Background: an optimization exercise with open tools, aiming at small area and a short achievable clock period. Do not read the settings as production practice.
The RTL was checked by simulation tests, not by an equivalence proof against the original design.
Power is estimated from default activity; no workload was simulated.

==> flow/design.v (excerpt) <==
module Floating_Point_Addition(clk, reset, in_valid, x, y, out_valid, result, overflow);
input clk, reset;
input in_valid;
input [31:0] x, y;
output out_valid;
output [31:0] result;
output overflow;
reg [5:0] valid;
always @(posedge clk) begin
  if (!reset) valid <= 0;
  else valid <= {valid[4:0], in_valid};
end
assign out_valid = valid[5];
wire swap_w, eeq_w, hx_w, hy_w;
wire [7:0] dxy_w;
Small_Alu u_small_alu(.x(x[30:0]), .y(y[30:0]), .swap(swap_w), .dxy(dxy_w), .eeq(eeq_w),
  .hx(hx_w), .hy(hy_w));
reg [31:0] x0, y0;
reg swap0, eeq0, hx0, hy0;
reg [7:0] dxy0;
always @(posedge clk) begin
  x0 <= x; y0 <= y; swap0 <= swap_w; dxy0 <= dxy_w; eeq0 <= eeq_w; hx0 <= hx_w; hy0 <= hy_w;
end
wire [30:0] big, sml;
Mux_3 u_mux_3(.x(x0[30:0]), .y(y0[30:0]), .en(swap0), .out(big));
Mux_2 u_mux_2(.x(x0[30:0]), .y(y0[30:0]), .en(swap0), .out(sml));
wire hb = swap0 ? hy0 : hx0;
wire hs = swap0 ? hx0 : hy0;
wire pre_r = swap0 & ~eeq0;
wire [7:0] dsel = dxy0 ^ {8{pre_r}};
wire [4:0] d = dsel[4:0] | {5{|dsel[7:5]}};
wire pre_l = hb & ~hs;
wire [25:0] ms = (pre_r & ~pre_l) ? {1'b0, hs, sml[22:0], 1'b0} :
                 (pre_l & ~pre_r) ? {sml[22:0], 3'b000} :
                                    {hs, sml[22:0], 2'b00};
wire [26:0] al_w;
  ...
Size: about 300 flip-flops, about 100 I/O pins, about 15000 µm² of cells after synthesis.
Settings: LEC_CHECK=0, ABC_AREA=1, CAP_MARGIN=20, CORE_MARGIN=2, CORE_UTILIZATION=55, CTS_CLUSTER_DIAMETER=70, CTS_CLUSTER_SIZE=50, SLEW_MARGIN=20; clock period 13.0 ns.
standard.sh (not shown) runs the stock make flow with config.mk's settings and CLKGATE_MAP_FILE= SYNTH_SCRIPT=/design/flow/synth_recipe.tcl, a recipe that flattens the netlist after the stock synthesis.
==> flow/flow/run.sh <==
#!/bin/bash
# Standard layout, with two changes to how it is optimised:
#  - the port buffers are buf_1 cells (timing repair upsizes them where needed) instead of the resizer's default pick
#  - repair_timing aims for a setup margin so that paths are sized for a
#    shorter period than the 13 ns constraint (the SDC is unchanged)
set -euo pipefail
export BUFFER_PORTS_ARGS="-buffer_cell sky130_fd_sc_hd__buf_1"
export SETUP_SLACK_MARGIN=9.4
bash standard.sh > standard.log 2>&1
Edit:
--- a/flow/flow/run.sh
+++ b/flow/flow/run.sh
@@ -6,4 +6,4 @@
 set -euo pipefail
 export BUFFER_PORTS_ARGS="-buffer_cell sky130_fd_sc_hd__buf_1"
-export SETUP_SLACK_MARGIN=9.4
+export SETUP_SLACK_MARGIN=9.5
 bash standard.sh > standard.log 2>&1
Effect:
- global-route usage is about the same
- register-to-register slack improves by 0.10 ns
- routed wire length came out higher slightly
Edit:
==> flow/flow/run.sh (replaced) <==
#!/bin/bash
# Standard layout, with two changes to how it is optimised:
#  - the port buffers are buf_2 cells instead of the resizer's default pick
#  - repair_timing aims for a setup margin so that paths are sized for a
#    shorter period than the 13 ns constraint (the SDC is unchanged)
set -euo pipefail
export BUFFER_PORTS_ARGS="-buffer_cell sky130_fd_sc_hd__buf_2"
export SETUP_SLACK_MARGIN=9.4
bash standard.sh > standard.log 2>&1
Final cell count shrinks by 0.30%.
Power shrinks by about 1.6%.
Final area shrinks by about 1.1%.
Maximum frequency barely changes.
Flip-flop and latch count is unchanged.
Worst setup slack hardly moves.


## run A
Floating_Point_Addition, a different RTL version from the one above (not shown whole).
For scale: roughly 1900 cells after synthesis, roughly 100 I/O pins, roughly 15000 um^2 of cells after synthesis.
Settings: LEC_CHECK=0, ABC_AREA=1, CAP_MARGIN=20, CORE_MARGIN=2, CORE_UTILIZATION=55, CTS_CLUSTER_DIAMETER=70, CTS_CLUSTER_SIZE=50, SLEW_MARGIN=20; clock period 13.0 ns.
==> flow/flow/run.sh <==
#!/bin/bash
# Standard layout, with two changes to how it is optimised:
#  - the port buffers are buf_2 cells instead of the resizer's default pick
#  - repair_timing aims for a setup margin so that paths are sized for a
#    shorter period than the 13 ns constraint (the SDC is unchanged)
set -euo pipefail
export BUFFER_PORTS_ARGS="-buffer_cell sky130_fd_sc_hd__buf_2"
export SETUP_SLACK_MARGIN=9.4
export CTS_ARGS="-sink_clustering_enable -repair_clock_nets -sink_clustering_size 50 -sink_clustering_max_diameter 70 -dont_use_dummy_load"
bash standard.sh > standard.log 2>&1
Changes in run B relative to run A:
Settings: CORE_UTILIZATION now 40, was 55.
-- flow/flow/run.sh --
<<< run A, line 7
export BUFFER_PORTS_ARGS="-buffer_cell sky130_fd_sc_hd__buf_2"
export SETUP_SLACK_MARGIN=9.4
export CTS_ARGS="-sink_clustering_enable -repair_clock_nets -sink_clustering_size 50 -sink_clustering_max_diameter 70 -dont_use_dummy_load"
bash standard.sh > standard.log 2>&1
>>> run B, line 7
export BUFFER_PORTS_ARGS="-buffer_cell sky130_fd_sc_hd__buf_2"
export SETUP_SLACK_MARGIN=9.4
bash standard.sh > standard.log 2>&1
## What came out
- The run showing the greater non-clock buffer count is run A.
- On share of the cycle needed by the critical path after routing, run A and run B are neck and neck.
- Run B vs. run A: data-path buffer share of cell area in the final layout held; clock period minus worst slack lost 0.0054 ns; combinational power rose by about 3%.
- Run B has buffers plus inverters on the worst setup path below what run A had.
- Run A reports its cell with the biggest individual delay on the critical path as sky130_fd_sc_hd__ha_4 while run B reports sky130_fd_sc_hd__dfxtp_1.
- Run B vs run A on met3 usage: run B is the lower one.
Modified inputs, run C compared to run B
Settings: CORE_UTILIZATION changed from 40 to 55.
==> comparison <==
Run C completed end to end with timing, DRC and antenna clean.
Run C reports a higher sequential share of layout area than run B does.
Relative to run B, the non-clock buffer count measured on run C has increased slightly.
Total track usage in run C vs run B: up 6.0 points
Run C vs. run B: switching power of the nets dropped 3.0%; final setup slack of the worst path higher; routed wire length went down; final total power now smaller; count of cells resized by post-cts repair lost 6.
Relative to run B, fraction of final layout cells with drive strength greater than 1 decreased by 0.25 points in run C.
Diff run C..run B | proportion of synthesized flip-flops having asynchronous set or reset | unchanged
Input-level comparison between run D and run C:
Settings: changing CTS_CLUSTER_DIAMETER from 70 to 60; removing ABC_AREA (formerly 1); setting ABC_CLOCK_PERIOD_IN_PS to 3500 for the first time; changing CORE_UTILIZATION from 55 to 40; changing CTS_CLUSTER_SIZE from 50 to 40.
Findings:
Run D against run C: clock-buffer cell count rose 20%, placeable core area climbed 45%.
Per the final summary, run D finished and its layout is clean on timing, DRC and antenna.
Floorplan die area for run D is higher than for run C.
Compare run D and run C | share of the synthesized area in compound gates (AO/OA/AOI/OAI) lower: run C
Against run C, run D comes in 1 higher on initial antenna violation count.
Lower number of inserted filler cells in the final layout goes to run C over run D.
Number of global-route vias before repair, run D vs run C: down by a few percent

[port drivers added, routing unchanged]
No port has a modelled driver above. Below, the same layouts with a new extraction and two added sets of constraints.
Step 1 assumes that a clkbuf_16 drives the clock port and a buf_2 every other input.
Step 2 also shifts input and output timing later by t, the mid clock arrival at the registers, as if the neighbouring blocks saw the same clock.
a / b / c = no drivers / after step 1 / after step 2; a / b = the first two.
run | t (ns) | setup WS [ns] | worst setup path at the end | latest minus earliest clock arrival (ns) | cell pins on the clock port's net
the first run of note 1 | 0.561 | 9.445 / 9.396 / 8.969 | input to register | 0.016 / 0.015 | 1
the second run of note 1 | 0.567 | 9.421 / 9.372 / 8.986 | input to register | 0.040 / 0.040 | 1
the third run of note 1 | 0.565 | 9.422 / 9.369 / 8.945 | input to register | 0.041 / 0.041 | 1
run A | 0.535 | 9.413 / 9.385 / 8.891 | input to register | 0.079 / 0.078 | 1
run B | 0.578 | 9.418 / 9.363 / 8.924 | input to register | 0.042 / 0.042 | 1
run C | 0.571 | 9.431 / 9.378 / 8.900 | input to register | 0.041 / 0.041 | 1
run D | 0.595 | 9.197 / 9.205 / 8.610 | input to register | 0.031 / 0.030 | 1
After both steps setup and hold are still met in every run listed. The setup slack of run D, which loses most, moves by +0.008 ns with the drivers and by -0.587 ns with both steps.
